From an optimization exercise on the open Yosys and OpenROAD flow, aimed at small area; shortcuts taken in it are not production practice. The RTL was checked by simulation tests, not by an equivalence proof against the original design.

// Datapath
module Datapath(
input clk,
input reset,
output [15:0] PC_F,
output [15:0] PC_D,
output [15:0] PC_Alu,
output [3:0] rd,
output [15:0] ALU_Result,Mem_Output,Data_Write,
input [18:0] imem_data,
input [15:0] dmem_rdata,
output [7:0] dmem_addr,
output [15:0] dmem_wdata,
output [1:0] dmem_be,
output dmem_re
);
For scale: ~4,100 cells after synthesis, ~640 flip-flops, about 160 I/O pins.
Settings: LEC_CHECK=0, CAP_MARGIN=20, CORE_MARGIN=2, CORE_UTILIZATION=60, SLEW_MARGIN=20; clock period 55.0 ns.
run.sh (not shown) runs the stock make flow with config.mk's settings and CLKGATE_MAP_FILE= SYNTH_SCRIPT=/design/flow/synth_recipe.tcl, a recipe that flattens the netlist after the stock synthesis.
The first run finished with timing, DRC and antenna clean.
==> next run, changes <==
==> flow/flow/run.sh (new file) <==
#!/bin/bash
# The standard layout (the standard.sh, standard synthesis unchanged) with two
# changes to how it is made:
#  * port buffers use the smallest buffer, sky130_fd_sc_hd__buf_1, instead of the
#    resizer's default choice (every input and output port still gets a buffer);
#  * clock tree synthesis inserts no dummy loads.
# make's full output goes to flow_make.log in this folder; the ORFS step logs are
# under orfs/logs/.
set -euo pipefail
bash standard.sh \
  "BUFFER_PORTS_ARGS=-buffer_cell sky130_fd_sc_hd__buf_1" \
  "CTS_ARGS=-sink_clustering_enable -repair_clock_nets -dont_use_dummy_load" \
  finish > flow_make.log 2>&1
==> flow/standard.sh (new file) <==
#!/bin/bash
# synth_recipe.tcl (not shown) runs the flow's synth.tcl, then flattens the netlist and writes it again
# the make line also repeats each setting of config.mk as NAME=value (left out here)
make -C /OpenROAD-flow-scripts/flow DESIGN_CONFIG=/design/flow/config.mk WORK_HOME=/design/flow/orfs CLKGATE_MAP_FILE= SYNTH_SCRIPT=/design/flow/synth_recipe.tcl "${@:-finish}"
CORE_UTILIZATION = 40   (was 60)
removed: flow/run.sh
Result: The new run produced a clean layout. Via count came out lower by a few percent. Utilization came out lower by 24 points. Hold slack loses 0.022 ns. Wire length came out higher by a few percent.
==> next run, changes <==
==> flow/run.sh (new file) <==
#!/bin/bash
# synth_recipe.tcl (not shown) runs the flow's synth.tcl, then flattens the netlist and writes it again
# the make line also repeats each setting of config.mk as NAME=value (left out here)
make -C /OpenROAD-flow-scripts/flow DESIGN_CONFIG=/design/flow/config.mk WORK_HOME=/design/flow/orfs CLKGATE_MAP_FILE= SYNTH_SCRIPT=/design/flow/synth_recipe.tcl finish
removed: flow/flow/run.sh
removed: flow/standard.sh
Result: The new run finished clean; wire length drops by about 0.45%; die area stays the same; fmax drops by 2.0%; non-clock buffer count drops by 5.

========
Setup of run M:
Datapath, a different RTL version from the one above (not shown whole).
Design Datapath, start of the top module:
module Datapath(
input clk,
input reset,
output [15:0] PC_F,
output [15:0] PC_D,
output [15:0] PC_Alu,
output [3:0] rd,
output [15:0] ALU_Result,Mem_Output,Data_Write,
input [18:0] imem_data,
input [15:0] dmem_rdata,
output [7:0] dmem_addr,
output [15:0] dmem_wdata,
output [1:0] dmem_be,
output dmem_re
);
localparam [18:0] BUBBLE = 19'h0000A;    
reg [15:0] pcf;                  
reg [18:0] ir_d;                 
reg        dv;                   
reg [18:0] ir_e;                 
reg        xv;                   
reg [15:0] res_m;                
reg [7:0]  addr_m;
reg [3:0]  rd_m;
reg        we_m, ld_m, st_m;
reg [1:0]  var_m;
reg [15:0] wd_w;                 
reg [3:0]  rd_w;
reg        w0_w;                 
reg [15:0] r0;
wire [15:0] pcm3 = pcf - 16'd3;
wire [15:0] pcm6 = pcm3 - 16'd3;
wire [2:0] op_d = ir_d[18:16];
wire [3:0] fn_d = ir_d[3:0];
wire re1_d = (op_d == 3'd0 && !(fn_d == 4'd10 || fn_d == 4'd11 || fn_d == 4'd12)) ||
             (op_d == 3'd1 && ir_d[0]) || op_d == 3'd2 || op_d == 3'd3 || op_d == 3'd5;
wire re2_d = (op_d == 3'd0 && !(fn_d == 4'd4 || fn_d == 4'd5 || fn_d == 4'd9)) ||
             op_d == 3'd2 || op_d == 3'd3 || op_d == 3'd5;
wire [2:0] op_e  = ir_e[18:16];
wire [3:0] fn_e  = ir_e[3:0];
wire [3:0] rs2_e = ir_e[15:12];
wire [3:0] rs1_e = ir_e[11:8];
wire [3:0] rdx_e = ir_e[7:4];
wire r_e    = (op_e == 3'd0);
wire ld_e   = (op_e == 3'd1) && !ir_e[0];
wire st_e   = (op_e == 3'd1) && ir_e[0];
wire beq_e  = (op_e == 3'd2);
wire bne_e  = (op_e == 3'd3);
wire j_e    = (op_e == 3'd4);
wire call_e = j_e && (ir_e[1:0] == 2'b01);
wire ret_e  = j_e && (ir_e[1:0] == 2'b10);
wire re1_e = (r_e && !(fn_e == 4'd10 || fn_e == 4'd11 || fn_e == 4'd12)) ||
             st_e || beq_e || bne_e || op_e == 3'd5;
wire re2_e = (r_e && !(fn_e == 4'd4 || fn_e == 4'd5 || fn_e == 4'd9)) ||
             beq_e || bne_e || op_e == 3'd5;
  ...
Settings: LEC_CHECK=0, CAP_MARGIN=20, CORE_MARGIN=2, CORE_UTILIZATION=40, SLEW_MARGIN=20; clock period 55.0 ns.
standard.sh (not shown) runs the stock make flow with config.mk's settings and CLKGATE_MAP_FILE= SYNTH_SCRIPT=/design/flow/synth_recipe.tcl, a recipe that flattens the netlist after the stock synthesis.
==> flow/flow/run.sh <==
#!/bin/bash
# The standard layout (the standard.sh, standard synthesis unchanged) with these
# changes to how it is made:
#  * port buffers use the smallest buffer, sky130_fd_sc_hd__buf_1, instead of the
#    resizer's default choice (every input and output port still gets a buffer);
#  * clock tree synthesis inserts no dummy loads and uses clkbuf_8 below a clkbuf_16 root;
#  * timing-driven global placement does not keep its trial buffering (GPL_KEEP_OVERFLOW=0),
#    and after global routing non-critical gates are downsized (RECOVER_POWER=100).
# make's full output goes to flow_make.log in this folder; the ORFS step logs are
# under orfs/logs/.
set -euo pipefail
bash standard.sh \
  "BUFFER_PORTS_ARGS=-buffer_cell sky130_fd_sc_hd__buf_1" \
  "CTS_ARGS=-sink_clustering_enable -repair_clock_nets -dont_use_dummy_load -buf_list sky130_fd_sc_hd__clkbuf_8 -root_buf sky130_fd_sc_hd__clkbuf_16" \
  "GPL_KEEP_OVERFLOW=0" \
  "RECOVER_POWER=100" \
  finish > flow_make.log 2>&1
The layout from run M, despite a flow that completed every stage, fails the layout checks, with the failing checks listed as max-capacitance violations, max-slew violations.
[inputs] run C vs run M
==> flow/flow/run.sh <==
#!/bin/bash
# The standard layout (the standard.sh, standard synthesis unchanged) with these
# changes to how it is made:
#  * port buffers use the smallest buffer, sky130_fd_sc_hd__buf_1, instead of the
#    resizer's default choice (every input and output port still gets a buffer);
#  * clock tree synthesis inserts no dummy loads and uses clkbuf_8 below a clkbuf_16 root;
#  * after global routing, non-critical gates are downsized (RECOVER_POWER=100), then
#    slew and capacitance are repaired again (flow/post_grt.tcl, run as ORFS's
#    POST_GLOBAL_ROUTE hook).
# make's full output goes to flow_make.log in this folder; the ORFS step logs are
# under orfs/logs/.
set -euo pipefail
bash standard.sh \
  "BUFFER_PORTS_ARGS=-buffer_cell sky130_fd_sc_hd__buf_1" \
  "CTS_ARGS=-sink_clustering_enable -repair_clock_nets -dont_use_dummy_load -buf_list sky130_fd_sc_hd__clkbuf_8 -root_buf sky130_fd_sc_hd__clkbuf_16" \
  "RECOVER_POWER=100" \
  "POST_GLOBAL_ROUTE_TCL=$(pwd)/flow/post_grt.tcl" \
  finish > flow_make.log 2>&1
==> flow/flow/post_grt.tcl (new file) <==
# POST_GLOBAL_ROUTE hook: power recovery (RECOVER_POWER) downsizes gates without
# regard to slew and capacitance limits, so repair those again, legalize, and
# re-route the changed nets incrementally before the guides are written again.
global_route -start_incremental
repair_design -verbose -cap_margin $::env(CAP_MARGIN) -slew_margin $::env(SLEW_MARGIN)
detailed_placement
global_route -end_incremental
estimate_parasitics -global_routing
report_check_types -max_slew -max_capacitance -violators
write_guides $::env(RESULTS_DIR)/route.guide
[summary]
Run C: PASS, flow complete, no timing, DRC or antenna violations. Synthesized cell count came out exactly the same in run M and run C. Going from run M to run C, count of antenna diodes in the layout shows a reduction of 1; global-route wire length before repair shows an increase of about 2%. Diff run M -> run C: signed area change from the synthesized netlist to the final layout moved up, total cell area at the placement stage moved down, CTS buffer count moved up. Higher met1 track demand over resource in global routing goes to run C over run M. In run C, critical path depth is higher than in run M.

========
Datapath again, from the RTL that the note above started with.
Settings: LEC_CHECK=0, CAP_MARGIN=20, CORE_MARGIN=2, CORE_UTILIZATION=40, SLEW_MARGIN=20; clock period 55.0 ns.
==> flow/flow/run.sh <==
#!/bin/bash
# The standard layout (the standard.sh, standard synthesis unchanged) with two
# changes to how it is made:
#  * port buffers use the smallest buffer, sky130_fd_sc_hd__buf_1, instead of the
#    resizer's default choice (every input and output port still gets a buffer);
#  * clock tree synthesis inserts no dummy loads and uses clkbuf_8 below a clkbuf_16 root.
# make's full output goes to flow_make.log in this folder; the ORFS step logs are
# under orfs/logs/.
set -euo pipefail
bash standard.sh \
  "BUFFER_PORTS_ARGS=-buffer_cell sky130_fd_sc_hd__buf_1" \
  "CTS_ARGS=-sink_clustering_enable -repair_clock_nets -dont_use_dummy_load -buf_list sky130_fd_sc_hd__clkbuf_8 -root_buf sky130_fd_sc_hd__clkbuf_16" \
  finish > flow_make.log 2>&1
Next try:
==> flow/flow/run.sh (replaced) <==
#!/bin/bash
# The standard layout (the standard.sh, standard synthesis unchanged) with these
# changes to how it is made:
#  * port buffers use the smallest buffer, sky130_fd_sc_hd__buf_1, instead of the
#    resizer's default choice (every input and output port still gets a buffer);
#  * clock tree synthesis inserts no dummy loads and uses clkbuf_8 below a clkbuf_16 root;
#  * after global routing, non-critical gates are downsized (RECOVER_POWER=100).
# make's full output goes to flow_make.log in this folder; the ORFS step logs are
# under orfs/logs/.
set -euo pipefail
bash standard.sh \
  "BUFFER_PORTS_ARGS=-buffer_cell sky130_fd_sc_hd__buf_1" \
  "CTS_ARGS=-sink_clustering_enable -repair_clock_nets -dont_use_dummy_load -buf_list sky130_fd_sc_hd__clkbuf_8 -root_buf sky130_fd_sc_hd__clkbuf_16" \
  "RECOVER_POWER=100" \
  finish > flow_make.log 2>&1
=> Now the flow finished but fails on max-capacitance violations, max-slew violations. Die area stays the same. Fmax goes down by a few percent. Setup slack loses 2100 ps. Via count decreases slightly. Area after synthesis is unchanged. Worst hold slack gets worse by 8.8 ps. Utilization decreases by 0.31 points.
Next try:
--- a/flow/flow/run.sh
+++ b/flow/flow/run.sh
@@ -5,5 +5,6 @@
 #    resizer's default choice (every input and output port still gets a buffer);
 #  * clock tree synthesis inserts no dummy loads and uses clkbuf_8 below a clkbuf_16 root;
-#  * after global routing, non-critical gates are downsized (RECOVER_POWER=100).
+#  * global placement is not timing-driven (GPL_TIMING_DRIVEN=0), and the synthesis
+#    buffers are removed before it (flow/pre_gpl.tcl, ORFS's PRE_GLOBAL_PLACE hook).
 # make's full output goes to flow_make.log in this folder; the ORFS step logs are
 # under orfs/logs/.
@@ -12,4 +13,5 @@
   "BUFFER_PORTS_ARGS=-buffer_cell sky130_fd_sc_hd__buf_1" \
   "CTS_ARGS=-sink_clustering_enable -repair_clock_nets -dont_use_dummy_load -buf_list sky130_fd_sc_hd__clkbuf_8 -root_buf sky130_fd_sc_hd__clkbuf_16" \
-  "RECOVER_POWER=100" \
+  "GPL_TIMING_DRIVEN=0" \
+  "PRE_GLOBAL_PLACE_TCL=$(pwd)/flow/pre_gpl.tcl" \
   finish > flow_make.log 2>&1
==> flow/flow/pre_gpl.tcl (new file) <==
# PRE_GLOBAL_PLACE hook: with timing-driven placement off, remove the synthesis buffers
# before placement (as timing-driven placement does); repair_design re-buffers as needed.
remove_buffers
=>
- Now the flow finished with timing, DRC and antenna clean
- clock-buffer cell count goes down by 1
- maximum frequency shrinks by 1.8%

[separate check: timing with driven ports]
No port has a modelled driver above. Below, the same layouts with a new extraction and two added sets of constraints.
Step 1 sets driving cells, clkbuf_16 on the clock port and buf_2 on the other inputs (assumed; they add their load-dependent delay and slew).
Step 2 moves the port delays by t, midway between the first and last clock arrival at a register: inputs arrive t later, outputs are due t later. That takes back most of the time a late clock gives input paths.
Three values: no drivers, after step 1, after step 2; two values: the first two.
run	t, ns	slack for setup (ns)	cell pins on the clock port's net
the first run of note 1	0.689	7.734 / 7.671 / 8.360	1
the second run of note 1	0.665	8.182 / 8.114 / 8.779	1
the third run of note 1	0.684	7.212 / 7.142 / 7.826	1
run M	0.665	4.516 / 4.453 / 5.118	1
run C	0.664	7.031 / 6.966 / 7.630	1
the first run of note 3	0.663	7.386 / 7.322 / 7.985	1
the second run of note 3	0.666	5.291 / 5.228 / 5.894	1
the third run of note 3	0.666	4.386 / 4.318 / 4.984	1
